This is an optimization exercise on Yosys and OpenROAD, whose aim is small area, not a production implementation. At most, simulation tests tie the RTL to the original design; equivalence was not proved.

==> run C <==
==> flow/design.v (excerpt) <==
module isc_cpu_top (
     clk_i
    ,rst_i
    ,rst_rom_i
    ,mode_sel_i
    ,en_w_rom_i
    ,w_rom_addr_i
    ,w_rom_data_i
    ,instruction_i
    ,reg_watcher_o
    ,pc_o
    ,wb_en_o
    ,wb_addr_1_o
    ,wb_data_1_o
    ,wb_addr_2_o
    ,wb_data_2_o
);
==> module div16, before the edit <==
module div16 (n, d, q);
    input [15:0] n;
    input [15:0] d;
    output [15:0] q;
    wire [15:0] nd = ~d;
    wire [15:0] rem [0:15];
    genvar g, b;
    generate
        for (g = 0; g < 16; g = g + 1) begin : row
            wire [g:0] t;
            if (g == 0) begin : t0
                assign t = n[15];
            end else begin : tn
                assign t = {rem[g-1][g-1:0], n[15-g]};
            end
            wire [g+1:0] c;
            wire [g:0] s;
            assign c[0] = 1'b1;
            for (b = 0; b <= g; b = b + 1) begin : fa
                assign s[b] = t[b] ^ nd[b] ^ c[b];
                assign c[b+1] = (t[b] & nd[b]) | (t[b] & c[b]) | (nd[b] & c[b]);
            end
            wire hz;
            if (g < 15) begin : h0
                assign hz = |d[15:g+1];
            end else begin : h1
                assign hz = 1'b0;
            end
            assign q[15-g] = ~hz & c[g+1];
            assign rem[g] = q[15-g] ? s : t;
        end
    endgenerate
endmodule
clock: 40.0 ns
lec_check: 0
abc_area: 0
cap_margin: 20
core_margin: 2
core_utilization: 40
place_density: 0.6
slew_margin: 20
synth_hierarchical: 1
run.sh (not shown) runs the stock make flow with config.mk's settings and CLKGATE_MAP_FILE= SYNTH_SCRIPT=/design/flow/synth_recipe.tcl, a recipe that flattens the netlist after the stock synthesis.
==> inputs of run Y, as changes to run C <==
--- a/flow/design.v
+++ b/flow/design.v
@@ -113,10 +113,37 @@
                 assign p[15] = c[7][7] ^ ((x & z) | (x & fc[j]) | (z & fc[j]));
             end
         end
     endgenerate
 endmodule
+module dpg (t, nd, x, g);
+    input t, nd;
+    output x, g;
+    assign x = t ^ nd;
+    assign g = t & nd;
+endmodule
+module dpgn (t, nd, xn, gn);
+    input t, nd;
+    output xn, gn;
+    assign xn = ~(t ^ nd);
+    assign gn = ~(t & nd);
+endmodule
+module dcye (x, g, c, cn);
+    input x, g, c;
+    output cn;
+    assign cn = ~(g | (x & c));
+endmodule
+module dcyo (xn, gn, cn, c);
+    input xn, gn, cn;
+    output c;
+    assign c = ~(gn & (xn | cn));
+endmodule
+module dsm (x, c, t, q, r);
+    input x, c, t, q;
+    output r;
+    assign r = q ? (x ^ c) : t;
+endmodule
 module div16 (n, d, q);
     input [15:0] n;
     input [15:0] d;
     output [15:0] q;
     wire [15:0] nd = ~d;
@@ -129,24 +156,41 @@
                 assign t = n[15];
             end else begin : tn
                 assign t = {rem[g-1][g-1:0], n[15-g]};
             end
             wire [g+1:0] c;
-            wire [g:0] s;
+            wire [g:0] r;
             assign c[0] = 1'b1;
-            for (b = 0; b <= g; b = b + 1) begin : fa
-                assign s[b] = t[b] ^ nd[b] ^ c[b];
-                assign c[b+1] = (t[b] & nd[b]) | (t[b] & c[b]) | (nd[b] & c[b]);
+            for (b = 0; b <= g; b = b + 1) begin : bt
+                wire x, gg;
+                if (b % 2 == 0) begin : ev
+                    dpg  p (.t(t[b]), .nd(nd[b]), .x(x), .g(gg));
+                    dcye y (.x(x), .g(gg), .c(c[b]), .cn(c[b+1]));
+                end else begin : od
+                    dpgn p (.t(t[b]), .nd(nd[b]), .xn(x), .gn(gg));
+                    dcyo y (.xn(x), .gn(gg), .cn(c[b]), .c(c[b+1]));
+                end
+                if (g < 15) begin : s
+                    dsm m (.x(x), .c(c[b]), .t(t[b]), .q(q[15-g]), .r(r[b]));
+                end
             end
             wire hz;
             if (g < 15) begin : h0
                 assign hz = |d[15:g+1];
             end else begin : h1
                 assign hz = 1'b0;
             end
-            assign q[15-g] = ~hz & c[g+1];
-            assign rem[g] = q[15-g] ? s : t;
+            if ((g + 1) % 2 == 0) begin : qe
+                assign q[15-g] = ~hz & c[g+1];
+            end else begin : qo
+                assign q[15-g] = ~hz & ~c[g+1];
+            end
+            if (g < 15) begin : rr
+                assign rem[g] = r;
+            end else begin : rz
+                assign rem[g] = 16'd0;
+            end
         end
     endgenerate
 endmodule
 module isc_cpu_top (
      clk_i
--- a/flow/config.mk
+++ b/flow/config.mk
@@ -7,8 +7,11 @@
 export LEC_CHECK = 0
 export ABC_AREA = 0
 export CAP_MARGIN = 20
 export CORE_MARGIN = 2
 export CORE_UTILIZATION = 40
-export PLACE_DENSITY = 0.6
+export CTS_BUF_LIST = sky130_fd_sc_hd__clkbuf_8
+export CTS_CLUSTER_DIAMETER = 50
+export CTS_CLUSTER_SIZE = 20
+export GPL_TIMING_DRIVEN = 0
 export SLEW_MARGIN = 20
 export SYNTH_HIERARCHICAL = 1
==> inputs of run A, as changes to run C <==
--- a/flow/design.v
+++ b/flow/design.v
@@ -1,10 +1,101 @@
+module ao3n (d, s, yn);
+    input [2:0] d;
+    input [2:0] s;
+    output yn;
+    assign yn = ~|(d & s);
+endmodule
+module ao2n (d, s, yn);
+    input [1:0] d;
+    input [1:0] s;
+    output yn;
+    assign yn = ~|(d & s);
+endmodule
+module nand11 (a, y);
+    input [10:0] a;
+    output y;
+    assign y = ~&a;
+endmodule
 module ao32 (d, s, y);
     input [31:0] d;
     input [31:0] s;
     output y;
-    assign y = |(d & s);
+    wire [10:0] t;
+    genvar k;
+    generate
+        for (k = 0; k < 10; k = k + 1) begin : g
+            ao3n u (.d(d[3*k+2:3*k]), .s(s[3*k+2:3*k]), .yn(t[k]));
+        end
+    endgenerate
+    ao2n u10 (.d(d[31:30]), .s(s[31:30]), .yn(t[10]));
+    nand11 c (.a(t), .y(y));
+endmodule
+module pdh (a, hn);
+    input [2:0] a;
+    output [7:0] hn;
+    genvar i;
+    generate
+        for (i = 0; i < 8; i = i + 1) begin : h
+            assign hn[i] = ~(a == i);
+        end
+    endgenerate
+endmodule
+module pdl (a, en, ln);
+    input [1:0] a;
+    input en;
+    output [3:0] ln;
+    genvar i;
+    generate
+        for (i = 0; i < 4; i = i + 1) begin : l
+            assign ln[i] = ~(en & (a == i));
+        end
+    endgenerate
+endmodule
+module pdhf (a, f, hn);
+    input [2:0] a;
+    input f;
+    output [7:0] hn;
+    genvar i;
+    generate
+        for (i = 0; i < 8; i = i + 1) begin : h
+            assign hn[i] = ~(f | (a == i));
+        end
+    endgenerate
+endmodule
+module pdlf (a, en, f, ln);
+    input [1:0] a;
+    input en, f;
+    output [3:0] ln;
+    genvar i;
+    generate
+        for (i = 0; i < 4; i = i + 1) begin : l
+            assign ln[i] = ~(f | (en & (a == i)));
+        end
+    endgenerate
+endmodule
+module sel32 (hn, ln, y);
+    input [7:0] hn;
+    input [3:0] ln;
+    output [31:0] y;
+    genvar i, j;
+    generate
+        for (i = 0; i < 8; i = i + 1) begin : h
+            for (j = 0; j < 4; j = j + 1) begin : l
+                assign y[4*i+j] = ~(hn[i] | ln[j]);
+            end
+        end
+    endgenerate
+endmodule
+module rdec (a, en, y);
+    input [4:0] a;
+    input en;
+    output [31:0] y;
+    wire [7:0] hn;
+    wire [3:0] ln;
+    pdh  h (.a(a[4:2]), .hn(hn));
+    pdl  l (.a(a[1:0]), .en(en), .ln(ln));
+    sel32 s (.hn(hn), .ln(ln), .y(y));
 endmodule
 module inst_mode (inst_i, code_o);
     input [31:0] inst_i;
     output [20:0] code_o;
 wire [7:0] op = inst_i[31:24];
@@ -113,10 +204,41 @@
                 assign p[15] = c[7][7] ^ ((x & z) | (x & fc[j]) | (z & fc[j]));
             end
         end
     endgenerate
 endmodule
+module dpg (t, nd, x, g);
+    input t, nd;
+    output x, g;
+    assign x = t ^ nd;
+    assign g = t & nd;
+endmodule
+module dxn (t, nd, xn);
+    input t, nd;
+    output xn;
+    assign xn = ~(t ^ nd);
+endmodule
+module dgn (t, nd, gn);
+    input t, nd;
+    output gn;
+    assign gn = ~(t & nd);
+endmodule
+module dcye (x, g, c, cn);
+    input x, g, c;
+    output cn;
+    assign cn = ~(g | (x & c));
+endmodule
+module dcyo (xn, gn, cn, c);
+    input xn, gn, cn;
+    output c;
+    assign c = ~(gn & (xn | cn));
+endmodule
+module dsm (x, c, t, q, r);
+    input x, c, t, q;
+    output r;
+    assign r = q ? (x ^ c) : t;
+endmodule
 module div16 (n, d, q);
     input [15:0] n;
     input [15:0] d;
     output [15:0] q;
     wire [15:0] nd = ~d;
@@ -129,24 +251,42 @@
                 assign t = n[15];
             end else begin : tn
                 assign t = {rem[g-1][g-1:0], n[15-g]};
             end
             wire [g+1:0] c;
-            wire [g:0] s;
+            wire [g:0] r;
             assign c[0] = 1'b1;
-            for (b = 0; b <= g; b = b + 1) begin : fa
-                assign s[b] = t[b] ^ nd[b] ^ c[b];
-                assign c[b+1] = (t[b] & nd[b]) | (t[b] & c[b]) | (nd[b] & c[b]);
+            for (b = 0; b <= g; b = b + 1) begin : bt
+                wire x, gg;
+                if (b % 2 == 0) begin : ev
+                    dpg  p (.t(t[b]), .nd(nd[b]), .x(x), .g(gg));
+                    dcye y (.x(x), .g(gg), .c(c[b]), .cn(c[b+1]));
+                end else begin : od
+                    dxn  p (.t(t[b]), .nd(nd[b]), .xn(x));
+                    dgn  h (.t(t[b]), .nd(nd[b]), .gn(gg));
+                    dcyo y (.xn(x), .gn(gg), .cn(c[b]), .c(c[b+1]));
+                end
+                if (g < 15) begin : s
+                    dsm m (.x(x), .c(c[b]), .t(t[b]), .q(q[15-g]), .r(r[b]));
+                end
             end
             wire hz;
             if (g < 15) begin : h0
                 assign hz = |d[15:g+1];
             end else begin : h1
                 assign hz = 1'b0;
             end
-            assign q[15-g] = ~hz & c[g+1];
-            assign rem[g] = q[15-g] ? s : t;
+            if ((g + 1) % 2 == 0) begin : qe
+                assign q[15-g] = ~hz & c[g+1];
+            end else begin : qo
+                assign q[15-g] = ~hz & ~c[g+1];
+            end
+            if (g < 15) begin : rr
+                assign rem[g] = r;
+            end else begin : rz
+                assign rem[g] = 16'd0;
+            end
         end
     endgenerate
 endmodule
 module isc_cpu_top (
      clk_i
@@ -198,15 +338,21 @@
 wire [20:0] enc_i;
 inst_mode enc_rom (.inst_i(w_rom_data_i), .code_o(enc_w));
 inst_mode enc_imm (.inst_i(instruction_i), .code_o(enc_i));
 wire [20:0] rom_wd = rst_rom_i ? (21'b111_0000000_000_111_000_10 ^ 21'b111_0000000_001_111_000_10) : enc_w;
 wire [31:0] rom_col [0:20];
+wire [7:0] rwh;
+wire [3:0] rwl;
+wire [31:0] rom_we;
+pdhf  u_rwh (.a(w_rom_addr_i[4:2]), .f(rst_rom_i), .hn(rwh));
+pdlf  u_rwl (.a(w_rom_addr_i[1:0]), .en(en_w_rom_i), .f(rst_rom_i), .ln(rwl));
+sel32 u_rws (.hn(rwh), .ln(rwl), .y(rom_we));
 generate
     for (g = 0; g < 32; g = g + 1) begin : romw
         reg [20:0] q;
         always @(posedge clk_i)
-            if (rst_rom_i | (en_w_rom_i & (w_rom_addr_i[4:0] == g)))
+            if (rom_we[g])
                 q <= rom_wd;
         for (b = 0; b < 21; b = b + 1) begin : c
             assign rom_col[b][g] = q[b];
         end
     end
@@ -214,14 +360,22 @@
 wire [7:0] wd1 = d1_q & {8{~rst_i}};
 wire [7:0] wd2 = d2_q & {8{~rst_i}};
 wire [7:0]  reg_q [0:31];
 wire [31:0] reg_col [0:7];
 wire [31:0] ram_col [0:7];
+wire [7:0] wh;
+wire [3:0] wl_reg, wl_ram;
+wire [31:0] reg_we, ram_we;
+pdhf  u_wh  (.a(a1_q[4:2]), .f(rst_i), .hn(wh));
+pdlf  u_wlg (.a(a1_q[1:0]), .en(en_reg_q), .f(rst_i), .ln(wl_reg));
+pdlf  u_wlm (.a(a1_q[1:0]), .en(en_ram_q), .f(rst_i), .ln(wl_ram));
+sel32 u_wsg (.hn(wh), .ln(wl_reg), .y(reg_we));
+sel32 u_wsm (.hn(wh), .ln(wl_ram), .y(ram_we));
 generate
     for (g = 0; g < 32; g = g + 1) begin : regw
         reg [7:0] q;
-        wire w1 = en_reg_q & (a1_q == g);
+        wire w1 = reg_we[g];
         wire w2;
         if (g == 0) begin : p0
             assign w2 = en_reg_q & (a2_q == 3'd0);
         end else if (g == 23) begin : p23
             assign w2 = en_reg_q & (a2_q == 3'd1);
@@ -233,21 +387,21 @@
             assign w2 = en_reg_q & (a2_q == 3'd4);
         end else begin : pn
             assign w2 = 1'b0;
         end
         always @(posedge clk_i)
-            if (rst_i | w1 | w2)
+            if (w1 | w2)
                 q <= w2 ? wd2 : wd1;
         assign reg_q[g] = q;
         for (b = 0; b < 8; b = b + 1) begin : c
             assign reg_col[b][g] = q[b];
         end
     end
     for (g = 0; g < 32; g = g + 1) begin : ramw
         reg [7:0] q;
         always @(posedge clk_i)
-            if (rst_i | (en_ram_q & (a1_q == g)))
+            if (ram_we[g])
                 q <= wd1;
         for (b = 0; b < 8; b = b + 1) begin : c
             assign ram_col[b][g] = q[b];
         end
     end
@@ -255,15 +409,11 @@
 assign reg_watcher_o = reg_q[5'd22];
 wire slot    = (bub_q == 2'd0);
 wire rom_en  = slot & mode_sel_i & ~romw_q;
 wire imm_en  = slot & ~mode_sel_i;
 wire [31:0] rom_sel;
-generate
-    for (g = 0; g < 32; g = g + 1) begin : rsel
-        assign rom_sel[g] = rom_en & (pcf_q == g);
-    end
-endgenerate
+rdec u_rsel (.a(pcf_q), .en(rom_en), .y(rom_sel));
 wire [20:0] rom_rd;
 generate
     for (b = 0; b < 21; b = b + 1) begin : rrd
         ao32 u (.d(rom_col[b]), .s(rom_sel), .y(rom_rd[b]));
     end
@@ -318,18 +468,14 @@
 wire [4:0] b_addr = c[12:8];
 wire [4:0] d_addr = c[7:3];
 wire [4:0] m_addr = c[6:2];
 wire [7:0] imm    = c[17:10];
 wire [31:0] sel_a, sel_b, sel_d, sel_m;
-generate
-    for (g = 0; g < 32; g = g + 1) begin : dsel
-        assign sel_a[g] = ~zr_q & (a_addr == g);
-        assign sel_b[g] = ~zr_q & (b_addr == g);
-        assign sel_d[g] = ~zr_q & (d_addr == g);
-        assign sel_m[g] = ~zm_q & (m_addr == g);
-    end
-endgenerate
+rdec u_sa (.a(a_addr), .en(~zr_q), .y(sel_a));
+rdec u_sb (.a(b_addr), .en(~zr_q), .y(sel_b));
+rdec u_sd (.a(d_addr), .en(~zr_q), .y(sel_d));
+rdec u_sm (.a(m_addr), .en(~zm_q), .y(sel_m));
 wire [7:0] R1;
 wire [7:0] R2;
 wire [4:0] R3;
 wire [7:0] RM;
 generate
--- a/flow/config.mk
+++ b/flow/config.mk
@@ -7,8 +7,10 @@
 export LEC_CHECK = 0
 export ABC_AREA = 0
 export CAP_MARGIN = 20
 export CORE_MARGIN = 2
 export CORE_UTILIZATION = 40
-export PLACE_DENSITY = 0.6
+export CTS_BUF_LIST = sky130_fd_sc_hd__clkbuf_8 sky130_fd_sc_hd__clkbuf_16
+export CTS_CLUSTER_DIAMETER = 60
+export CTS_CLUSTER_SIZE = 24
 export SLEW_MARGIN = 20
 export SYNTH_HIERARCHICAL = 1
==> inputs of run P, as changes to run C <==
--- a/flow/design.v
+++ b/flow/design.v
@@ -113,10 +113,37 @@
                 assign p[15] = c[7][7] ^ ((x & z) | (x & fc[j]) | (z & fc[j]));
             end
         end
     endgenerate
 endmodule
+module dpg (t, nd, x, g);
+    input t, nd;
+    output x, g;
+    assign x = t ^ nd;
+    assign g = t & nd;
+endmodule
+module dpgn (t, nd, xn, gn);
+    input t, nd;
+    output xn, gn;
+    assign xn = ~(t ^ nd);
+    assign gn = ~(t & nd);
+endmodule
+module dcye (x, g, c, cn);
+    input x, g, c;
+    output cn;
+    assign cn = ~(g | (x & c));
+endmodule
+module dcyo (xn, gn, cn, c);
+    input xn, gn, cn;
+    output c;
+    assign c = ~(gn & (xn | cn));
+endmodule
+module dsm (x, c, t, q, r);
+    input x, c, t, q;
+    output r;
+    assign r = q ? (x ^ c) : t;
+endmodule
 module div16 (n, d, q);
     input [15:0] n;
     input [15:0] d;
     output [15:0] q;
     wire [15:0] nd = ~d;
@@ -129,24 +156,41 @@
                 assign t = n[15];
             end else begin : tn
                 assign t = {rem[g-1][g-1:0], n[15-g]};
             end
             wire [g+1:0] c;
-            wire [g:0] s;
+            wire [g:0] r;
             assign c[0] = 1'b1;
-            for (b = 0; b <= g; b = b + 1) begin : fa
-                assign s[b] = t[b] ^ nd[b] ^ c[b];
-                assign c[b+1] = (t[b] & nd[b]) | (t[b] & c[b]) | (nd[b] & c[b]);
+            for (b = 0; b <= g; b = b + 1) begin : bt
+                wire x, gg;
+                if (b % 2 == 0) begin : ev
+                    dpg  p (.t(t[b]), .nd(nd[b]), .x(x), .g(gg));
+                    dcye y (.x(x), .g(gg), .c(c[b]), .cn(c[b+1]));
+                end else begin : od
+                    dpgn p (.t(t[b]), .nd(nd[b]), .xn(x), .gn(gg));
+                    dcyo y (.xn(x), .gn(gg), .cn(c[b]), .c(c[b+1]));
+                end
+                if (g < 15) begin : s
+                    dsm m (.x(x), .c(c[b]), .t(t[b]), .q(q[15-g]), .r(r[b]));
+                end
             end
             wire hz;
             if (g < 15) begin : h0
                 assign hz = |d[15:g+1];
             end else begin : h1
                 assign hz = 1'b0;
             end
-            assign q[15-g] = ~hz & c[g+1];
-            assign rem[g] = q[15-g] ? s : t;
+            if ((g + 1) % 2 == 0) begin : qe
+                assign q[15-g] = ~hz & c[g+1];
+            end else begin : qo
+                assign q[15-g] = ~hz & ~c[g+1];
+            end
+            if (g < 15) begin : rr
+                assign rem[g] = r;
+            end else begin : rz
+                assign rem[g] = 16'd0;
+            end
         end
     endgenerate
 endmodule
 module isc_cpu_top (
      clk_i
--- a/flow/config.mk
+++ b/flow/config.mk
@@ -7,8 +7,10 @@
 export LEC_CHECK = 0
 export ABC_AREA = 0
 export CAP_MARGIN = 20
 export CORE_MARGIN = 2
 export CORE_UTILIZATION = 40
-export PLACE_DENSITY = 0.6
+export CTS_BUF_LIST = sky130_fd_sc_hd__clkbuf_8 sky130_fd_sc_hd__clkbuf_16
+export CTS_CLUSTER_DIAMETER = 60
+export CTS_CLUSTER_SIZE = 24
 export SLEW_MARGIN = 20
 export SYNTH_HIERARCHICAL = 1
==> summary.txt <==
Between run P and run Y, the lower worst hold slack is in run Y (gap 0.020 ns). Register-to-register slack: run C < run Y < run A < run P. Clock-buffer cell count: run A < run P < run Y < run C. Clock skew: run Y > run P > run C > run A. In run Y the fmax is smaller than in run P, by about 2%. Run A finished clean. Run C finished but failed the layout checks on negative setup slack. Run Y produced a clean layout. Run P went through all stages and came out clean. Between run P and run Y, the lower final cell count is in run P (gap about 2%, measured against run Y). Final area, highest first: run C, run Y, run P, run A.
The RTL of run Y and run P was laid out without a check of its function.

[what the ideal ports hide]
The results above use ideal ports. As a check the final layouts listed here were re-extracted and re-timed, cells and wires unchanged. Step 1 sets driving cells, clkbuf_16 on the clock port and buf_2 on the other inputs (assumed; they add their load-dependent delay and slew). Step 2 moves the port delays by t, midway between the first and last clock arrival at a register: inputs arrive t later, outputs are due t later. That takes back most of the time a late clock gives input paths. a / b / c = ideal ports / drivers / drivers and shift; a / b = the first two.
| run | shift t [ns] | setup slack, ns | worst register clock-pin slew, ns | worst slew at a driven data input, ns |
|---|---|---|---|---|
| run C | 0.861 | -11.872 / -11.872 / -11.872 | 0.06 / 0.06 | 0.08 |
| run Y | 0.976 | 2.588 / 2.588 / 2.588 | 0.12 / 0.12 | 0.24 |
| run A | 0.803 | 3.218 / 3.218 / 3.218 | 0.09 / 0.09 | 0.22 |
| run P | 0.822 | 3.297 / 3.297 / 3.297 | 0.09 / 0.09 | 0.21 |
